Source: an optimization exercise on an open RTL-to-GDS flow (aim: a short achievable clock period and few clock cycles). Production flows keep margins and buffers that such runs may drop.
No run shown here included a check of the RTL's function; only the layout flow was run.
Power figures rest on the tool's default switching activity, not on a simulated workload.

## config.mk

```make
export PLATFORM = sky130hd
export DESIGN_NAME = trading_core
export DESIGN_NICKNAME = trading_core
export VERILOG_FILES = /design/flow/design.v
export SDC_FILE = /design/flow/constraint.sdc
export NUM_CORES = 4
export LEC_CHECK = 0
export CAP_MARGIN = 20
export CORE_MARGIN = 2
export CORE_UTILIZATION = 40
export SLEW_MARGIN = 20
```

## constraint.sdc

```tcl
create_clock -name core_clock -period 180.0 [get_ports {clk}]
set_input_delay 36.0000 -clock core_clock [delete_from_list [all_inputs] [get_ports {clk}]]
set_output_delay 36.0000 -clock core_clock [all_outputs]
set_load 0.01 [all_outputs]
```

## design.v

```verilog
module trading_core #(
    parameter RSI_PERIOD = 14
)(
    input  logic        clk,
    input  logic        rst,
    input  logic [31:0] price_in,
    input  logic        price_valid,
    output logic [1:0]  action,
    output logic        action_valid,
    output logic [15:0] rsi_value
);
    localparam int SPLIT = 2;         
    logic [3:0]  cnt;                 
    logic [31:0] p0;                  
    logic [31:0] chg [0:11];          
    logic [31:0] sg, sl;              
    logic [31:0] c_new;
    logic        c_pos, c_neg;
    assign c_new = price_in - p0;
    assign c_neg = c_new[31];
    assign c_pos = !c_new[31] && (price_in != p0);
    logic [31:0] d_pos, d_neg;        
    assign d_pos = (!chg[11][31] && chg[11] != 32'd0) ? chg[11] : 32'd0;
    assign d_neg = chg[11][31] ? (32'd0 - chg[11]) : 32'd0;
    logic [31:0] g, l;                
    assign g = c_pos ? sg + c_new : sg;
    assign l = c_neg ? sl - c_new : sl;
    always_ff @(posedge clk) begin
        if (rst) begin
            cnt <= 4'd0;
            sg  <= 32'd0;
            sl  <= 32'd0;
            for (int i = 0; i < 12; i++) chg[i] <= 32'd0;
        end else if (price_valid) begin
            p0 <= price_in;
            if (cnt != 4'd14) cnt <= cnt + 4'd1;
            if (cnt != 4'd0) begin
                chg[0] <= c_new;
                for (int i = 1; i < 12; i++) chg[i] <= chg[i-1];
                sg <= g - d_pos;
                sl <= l - d_neg;
            end
        end
    end
    logic [27:0] ag, al;
    logic [28:0] den;
    assign ag  = g[31:4];
    assign al  = l[31:4];
    assign den = {1'b0, ag} + {1'b0, al};
    logic [33*16-1:0] ma;             
    trading_mult u_mult (.d(den), .m(ma));
    logic [28:0] ra [0:SPLIT];
    logic [3:0]  qa [1:SPLIT];
    assign ra[0] = {1'b0, ag};
    for (genvar i = 0; i < SPLIT; i++) begin : g_a
        trading_step u (.r(ra[i]), .m(ma), .q(qa[i+1]), .ro(ra[i+1]));
    end
    logic        r_valid;
    logic        r_al0, r_ag0;
    logic [28:0] r_r;
    logic [33*16-1:0] r_m;
    logic [4*SPLIT-1:0] r_q;
    logic        holding;
    always_ff @(posedge clk) begin
        if (rst) r_valid <= 1'b0;
        else     r_valid <= price_valid && (cnt == 4'd14);
        r_al0 <= (al == 28'd0);
        r_ag0 <= (ag == 28'd0);
        r_r   <= ra[SPLIT];
        r_m   <= ma;
        for (int i = 0; i < SPLIT; i++) r_q[4*(SPLIT-1-i) +: 4] <= qa[i+1];
    end
    logic [28:0] rb [0:4-SPLIT];
    logic [3:0]  qb [1:4-SPLIT];
    assign rb[0] = r_r;
    for (genvar i = 0; i < 4 - SPLIT; i++) begin : g_b
        trading_step u (.r(rb[i]), .m(r_m), .q(qb[i+1]), .ro(rb[i+1]));
    end
    logic [15:0] ratio;
    always_comb begin
        ratio = {r_q, {(16-4*SPLIT){1'b0}}};
        for (int i = 0; i < 4 - SPLIT; i++) ratio[4*(3-SPLIT-i) +: 4] = qb[i+1];
    end
    logic [29:0] prod;
    logic [15:0] rsi;
    assign prod  = ratio * 30'd10000;
    assign rsi   = r_al0 ? 16'd10000 : r_ag0 ? 16'd0 : {2'b00, prod[29:16]};
    logic buy, sell;
    assign buy  = !holding && rsi < 16'd3000;
    assign sell =  holding && rsi > 16'd7000;
    always_ff @(posedge clk) begin
        if (rst)          holding <= 1'b0;
        else if (r_valid) holding <= buy ? 1'b1 : sell ? 1'b0 : holding;
    end
    assign action_valid = r_valid;
    assign action       = buy ? 2'b01 : sell ? 2'b10 : 2'b00;
    assign rsi_value    = rsi;
endmodule
module trading_mult (
    input  logic [28:0] d,
    output logic [33*16-1:0] m
);
    logic [32:0] d1;
    assign d1    = {4'd0, d};
    assign m[32:0] = '0;
    assign m[33*1 +: 33] = d1;
    assign m[33*2 +: 33] = d1 << 1;
    assign m[33*3 +: 33] = (d1 << 1) + d1;
    assign m[33*4 +: 33] = d1 << 2;
    assign m[33*5 +: 33] = (d1 << 2) + d1;
    assign m[33*6 +: 33] = ((d1 << 1) + d1) << 1;
    assign m[33*7 +: 33] = (d1 << 3) - d1;
    assign m[33*8 +: 33] = d1 << 3;
    assign m[33*9 +: 33] = (d1 << 3) + d1;
    assign m[33*10 +: 33] = ((d1 << 2) + d1) << 1;
    assign m[33*11 +: 33] = (d1 << 3) + (d1 << 1) + d1;
    assign m[33*12 +: 33] = ((d1 << 1) + d1) << 2;
    assign m[33*13 +: 33] = (d1 << 3) + (d1 << 2) + d1;
    assign m[33*14 +: 33] = ((d1 << 3) - d1) << 1;
    assign m[33*15 +: 33] = (d1 << 4) - d1;
endmodule
module trading_step (
    input  logic [28:0] r,
    input  logic [33*16-1:0] m,
    output logic [3:0]  q,
    output logic [28:0] ro
);
    logic [33:0] df [0:15];
    logic [15:0] t;                   
    logic [15:0] sel;                 
    assign df[0] = {1'b0, r, 4'd0};
    assign t[0]  = 1'b1;
    for (genvar k = 1; k < 16; k++) begin : g_k
        assign df[k] = {1'b0, r, 4'd0} - {1'b0, m[33*k +: 33]};
        assign t[k]  = !df[k][33];
    end
    always_comb begin
        for (int k = 0; k < 15; k++) sel[k] = t[k] && !t[k+1];
        sel[15] = t[15];
    end
    always_comb begin
        logic [28:0] a;
        logic [3:0]  b;
        a = '0;
        b = '0;
        for (int k = 0; k < 16; k++) begin
            a = a | ({29{sel[k]}} & df[k][28:0]);
            b = b | ({4{sel[k]}} & 4'(k));
        end
        ro = a;
        q  = b;
    end
endmodule
```

## flow/run.sh

```bash
#!/bin/bash
# The standard layout (standard.sh), with two synthesis changes: full adders
# are left to ABC instead of being mapped to adder cells first, and ABC maps
# for delay with flow/abc.script. All output goes to flow_make.log.
set -euo pipefail
W=$(pwd)
export FLOW_ABC_SCRIPT=$W/flow/abc.script
bash standard.sh SYNTH_SCRIPT=$W/flow/synth.tcl ADDER_MAP_FILE= finish > $W/flow_make.log 2>&1
```

## flow/abc.script

```
strash
dch -f
map -D 1000
buffer -c
upsize -c -D 1000
dnsize -c -D 1000
```

## flow/synth.tcl

```tcl
# The standard flow's synthesis script (synth_recipe.tcl), with ABC run on this flow's own
# mapping script (FLOW_ABC_SCRIPT) instead of ORFS's abc_speed.script.
proc synth {args} { yosys synth -nofsm -noshare {*}$args }
proc abc {args} {
  set i [lsearch -exact $args -script]
  if { $i >= 0 } { lset args [expr { $i + 1 }] $::env(FLOW_ABC_SCRIPT) }
  yosys abc {*}$args
}
source $::env(SCRIPTS_DIR)/synth.tcl
# left out here: clear keep_hierarchy, flatten, clean up, hide names made inside functions, write 1_2_yosys.v
```

## standard.sh

```bash
#!/bin/bash
# synth_recipe.tcl (not shown) runs the flow's synth.tcl, then flattens the netlist and writes it again
# the make line also repeats each setting of config.mk as NAME=value (left out here)
make -C /OpenROAD-flow-scripts/flow DESIGN_CONFIG=/design/flow/config.mk WORK_HOME=/design/flow/orfs CLKGATE_MAP_FILE= SYNTH_SCRIPT=/design/flow/synth_recipe.tcl "${@:-finish}"
```

==> results of run 1 <==
cell families after synthesis:
kind of cell    Yosys count  synth area share (%)
fa+ha+maj                 3                0.0189
buf+inv                3375                  8.48
flops                   765                  9.82
other cells               1               0.00236
xor+xnor                926                  6.38
simple gates          16601                  47.6
compound gates         7108                  27.7
metrics by stage:
step	setup slack [ns]	util [%]
after global placement	125.15	42.6
after floorplan	136.00	-
after detailed placement	125.96	42.6
after CTS	126.80	43.5
cell usage after synthesis (all sizes together) (16+ instances only):
cell     number  area (um^2)
nor3b        23          173
clkbuf      572         2150
a21boi      129          976
a21o         67          503
and3         58          363
nand2      5871        22200
o311a        16          160
nand4      2247        14900
o221ai       99          898
nand3b      141         1070
o211ai      282         2300
a221oi       43          383
nor4        199         1370
a41oi        71          753
o21bai      155         1220
o21a        224         1680
o211a        87          871
o2bb2ai      59          592
clkinv       51          191
or2         109          682
buf         378         2240
a22oi       221         1720
nor3        596         3050
xor2        561         4910
o31ai        69          518
o2111a       51          576
or3          18          113
a31oi       377         2570
a211oi      113          853
a32oi        55          482
o21ai      2313        11700
nor2       4883        18700
xnor2       218         1920
edfxtp       32          961
xnor3       141         3180
a21oi      2141        11000
and2         90          563
inv        2374         8910
a31o         20          175
o2111ai     153         1370
dfxtp       733        14700
o22ai       239         1630
nand3      2325        12200
metal layers:
metal	GRT usage, %	GRT overflow
met5	51.0	6
met3	71.2	62
met2	92.9	1135
met1	81.5	42
met4	78.4	760
how the worst min path moves through the flow:
stage,endpoint,cells past startpoint,startpoint,slack [ns]
after floorplan,chg[8][0]$_SDFFE_PP0P_,2,chg[8][0]$_SDFFE_PP0P_,0.43
after global placement,chg[8][2]$_SDFFE_PP0P_,2,chg[8][2]$_SDFFE_PP0P_,0.44
after detailed placement,chg[10][27]$_SDFFE_PP0P_,2,chg[9][27]$_SDFFE_PP0P_,0.45
after CTS,chg[10][17]$_SDFFE_PP0P_,2,chg[9][17]$_SDFFE_PP0P_,0.45
power groups by stage:
stage	Sequential, W	Combinational [W]	Clock (W)
CTS	0.000312	0.0150	0.000228
floorplan	0.000256	0.00763	0
global placement	0.000316	0.0150	0
detailed placement	0.000316	0.0149	0
==> reports/metrics.cfg, run 1 <==
[outcome]
outcome = stopped before the end
stop_stage = global routing
firstError = [ERROR GRT-0116] Global routing finished with congestion. Check the congestion regions in the DRC Viewer.

[clock_tree]
cts_setup_buffers = 0
cts_buffers = 101
ctsLongestPathBuffers = 4
htree_levels = 3
cts_resized = 0
ctsHoldBuffers = 0
root_buffer = clkbuf_16
cts_sinks = 765

[floorplanning]
start_util_pct = 40.2
chipWidth_um = 635
num_rows = 231
die_y_um = 635
io_pins = 54

[synth]
synth.distinct_cells = 130
syn-cell-area_um2 = 159000
synthCells = 28779
ys_seq_elements = 765
synth-edff-count = 32
ys.flop_type = dfxtp_1
yosys_warnings = 11
avgSynthCellArea_um2 = 5.53
synthArstFlopShare_pct = 0
ys_seq_area_share_pct = 9.82

[global_routing]
grt_overflow = 2005
grt_pass1_vias = 257223
grt_pass1_wl_mm = 2340
grtUsageTotal_pct = 81.2
grt_max_degree = 204

[place]
portBuffers = 51
gp_congestion = 1.46
dpl_cell_area_um2 = 169000
dpl.cell_count = 33908
hpwl_mm = 1220

==> inputs of run 2 (changes only) <==
--- a/config.mk
+++ b/config.mk
@@ -10,2 +10,3 @@
 export CORE_UTILIZATION = 40
+export GPL_TIMING_DRIVEN = 0
 export SLEW_MARGIN = 20
==> reports/metrics.cfg, run 2 <==
[floorplanning]
io_pins = 54  ; unchanged
die_y_um = 635  ; unchanged
chipWidth_um = 635  ; unchanged
num_rows = 231  ; unchanged
start_util_pct = 40.2  ; unchanged

[place]
gp_congestion = 1.54  ; +5.5%
portBuffers = 50  ; -2.0%
dpl_cell_area_um2 = 172000  ; +1.7%
hpwl_mm = 1300  ; +6.7%

[global_routing]
grtUsageTotal_pct = 85.9
grt_overflow = 5684
grt_pass1_wl_mm = 2480
grt_pass1_vias = 266576
grt_max_degree = 28

[clock_tree]
cts_buffers = 101  ; unchanged
cts_sinks = 765  ; unchanged
ctsLongestPathBuffers = 4  ; unchanged
root_buffer = clkbuf_16
cts_setup_buffers = 0  ; unchanged
cts_resized = 0  ; unchanged
ctsHoldBuffers = 0  ; unchanged
htree_levels = 3  ; unchanged

[synth]
syn-cell-area_um2 = 159000  ; unchanged
synth.area.top_cells = nand2_1 (14%), nor2_1 (11%), dfxtp_1 (9.2%)
synth_top_family_by_area = simple AND/OR/NAND/NOR gates
yosys_warnings = 11  ; unchanged
ys_seq_elements = 765  ; unchanged
synth.top_cells.by_count = nand2_1 (5799), nor2_1 (4788), inv_1 (2357)
yosys.area_share.adder_pct = 0.0189  ; unchanged
synth_largest_area_cell = nand2_1
yosys.area_share.simple_pct = 47.6  ; unchanged
synth_most_common_cell = nand2_1
yosysTopAreaCellShare_pct = 13.7  ; unchanged
synth.area.mux_share_pct = 0  ; unchanged
synthXorXnorAreaFrac_pct = 6.38  ; unchanged
synth_compound_area_share_pct = 27.7  ; unchanged
avgSynthCellArea_um2 = 5.53  ; unchanged
ys_seq_area_share_pct = 9.82  ; unchanged
synthCells = 28779  ; unchanged
synth.distinct_cells = 130  ; unchanged
ys.flop_type = dfxtp_1
synth-edff-count = 32  ; unchanged
synthArstFlopShare_pct = 0  ; unchanged

[outcome]
outcome = stopped before the end
firstError = [ERROR GRT-0116] Global routing finished with congestion. Check the congestion regions in the DRC Viewer.
stop_stage = global routing

## run 2: cell counts after synthesis
No cell type changed its count.
## run 2: logic make-up after synthesis
logic type / count (synthesis)
AND/OR/NAND/NOR: 16601
AO/OA/AOI/OAI: 7108
buffers and inverters: 3375
XOR/XNOR: 926
flip-flops: 765
adder cells (fa/ha/maj): 3
other: 1
## run 2: worst max-delay path by stage
stage / end / depth (start not counted)
4_1_cts: r_r[7]$_DFF_P_ / 51
3_5_place_dp: r_r[7]$_DFF_P_ / 51
3_3_place_gp: r_r[28]$_DFF_P_ / 50
2_1_floorplan: r_r[17]$_DFF_P_ / 43
## run 2: power groups by stage
stage                     registers, W  clock network [W]  logic, W
after detailed placement      0.000312                  0    0.0150
after CTS                     0.000309           0.000226    0.0150
after global placement        0.000314                  0    0.0147
after floorplan               0.000256                  0   0.00763
## run 2: routing by layer
metal | track usage [%] | GRT overflow
met4 | 81.7 | 1580
met5 | 60.5 | 48
met3 | 77.8 | 420
met1 | 85.7 | 367
met2 | 96.7 | 3269
## run 2: per-stage QoR
step,instances,worst slack (ns),utilization (%),power (W)
2_1_floorplan,28781,136.00,-,0.00789
3_3_place_gp,34073,120.98,42.0,0.0150
3_5_place_dp,34297,124.08,43.3,0.0153
4_1_cts,34481,124.90,44.2,0.0156
==> inputs of run 3 (changes only) <==
--- a/config.mk
+++ b/config.mk
@@ -9,3 +9,3 @@
 export CORE_MARGIN = 2
-export CORE_UTILIZATION = 40
+export CORE_UTILIZATION = 25
 export GPL_TIMING_DRIVEN = 0
==> reports/metrics.cfg, run 3 <==
[place]
portBuffers = 50  ; unchanged
hpwl_mm = 1070  ; -18%
dpl.cell_count = 37331  ; +8.8%
gp_congestion = 1.80  ; +16%

[floorplanning]
num_rows = 293  ; +27%
io_pins = 54  ; unchanged
start_util_pct = 25.0  ; -15 points
chipWidth_um = 802  ; +26%
die_y_um = 802  ; +26%

[synth]
synthCells = 28779  ; unchanged
synth.top_cells.by_count = nand2_1 (5799), nor2_1 (4788), inv_1 (2357)
ys_seq_elements = 765  ; unchanged
syn-cell-area_um2 = 159000  ; unchanged
yosys_warnings = 11  ; unchanged
ys_seq_area_share_pct = 9.82  ; unchanged
avgSynthCellArea_um2 = 5.53  ; unchanged
synth-edff-count = 32  ; unchanged
synth.area.top_cells = nand2_1 (14%), nor2_1 (11%), dfxtp_1 (9.2%)
yosysTopAreaCellShare_pct = 13.7  ; unchanged
synth_most_common_cell = nand2_1
synthArstFlopShare_pct = 0  ; unchanged
synth_largest_area_cell = nand2_1
ys.flop_type = dfxtp_1
synth.distinct_cells = 130  ; unchanged

[outcome]
stop_stage = global routing
outcome = stopped before the end
firstError = [ERROR GRT-0116] Global routing finished with congestion. Check the congestion regions in the DRC Viewer.

[clock_tree]
cts_buffers = 97  ; -4.0%
cts_sinks = 765  ; unchanged
cts_resized = 0  ; unchanged
cts_setup_buffers = 0  ; unchanged
htree_levels = 3  ; unchanged
ctsHoldBuffers = 0  ; unchanged
root_buffer = clkbuf_16
ctsLongestPathBuffers = 4  ; unchanged

[global_routing]
grt_overflow = 6568
grt_max_degree = 28
grt_pass1_wl_mm = 2810
grtUsageTotal_pct = 61.2
grt_pass1_vias = 295659

run 3: cell counts after synthesis:
No cell type changed its count.
run 3: stage by stage:
| stage | instance area (um^2) | utilization, % | hold WS, ns | worst slack (ns) | power (W) |
|---|---|---|---|---|---|
| after CTS | 175000 | 27.6 | 0.455 | 127.12 | 0.0137 |
| after detailed placement | 172000 | 27.1 | 0.447 | 126.22 | 0.0134 |
| after global placement | 170000 | 26.8 | 0.448 | 125.06 | 0.0130 |
| after floorplan | 159000 | - | 0.430 | 136.00 | 0.00789 |
run 3: cells by family after synthesis:
logic type	share of synthesized area [%]
xor+xnor	6.38
flops	9.82
buf+inv	8.48
simple gates	47.6
fa+ha+maj	0.0189
compound gates	27.7
other cells	0.00236
run 3: routing by layer:
| metal | GRT overflow | track usage [%] |
|---|---|---|
| met5 | 153 | 39.7 |
| met4 | 1514 | 52.4 |
| met3 | 975 | 52.5 |
| met2 | 2803 | 69.2 |
| met1 | 1123 | 65.2 |
run 3: power groups by stage:
stage                     logic [W]  registers (W)  clock network, W
after floorplan             0.00763       0.000256                 0
after global placement       0.0127       0.000307                 0
after detailed placement     0.0131       0.000308                 0
after CTS                    0.0132       0.000304          0.000214
run 3: worst max path at each step:
| stage | startpoint | endpoint | slack, ns | depth (start not counted) |
|---|---|---|---|---|
| 2_1_floorplan | price_in[6] | r_r[17]$_DFF_P_ | 136.00 | 43 |
| 3_3_place_gp | price_in[29] | r_r[22]$_DFF_P_ | 125.06 | 39 |
| 3_5_place_dp | price_in[28] | r_r[22]$_DFF_P_ | 126.22 | 50 |
| 4_1_cts | price_in[28] | r_r[28]$_DFF_P_ | 127.12 | 51 |
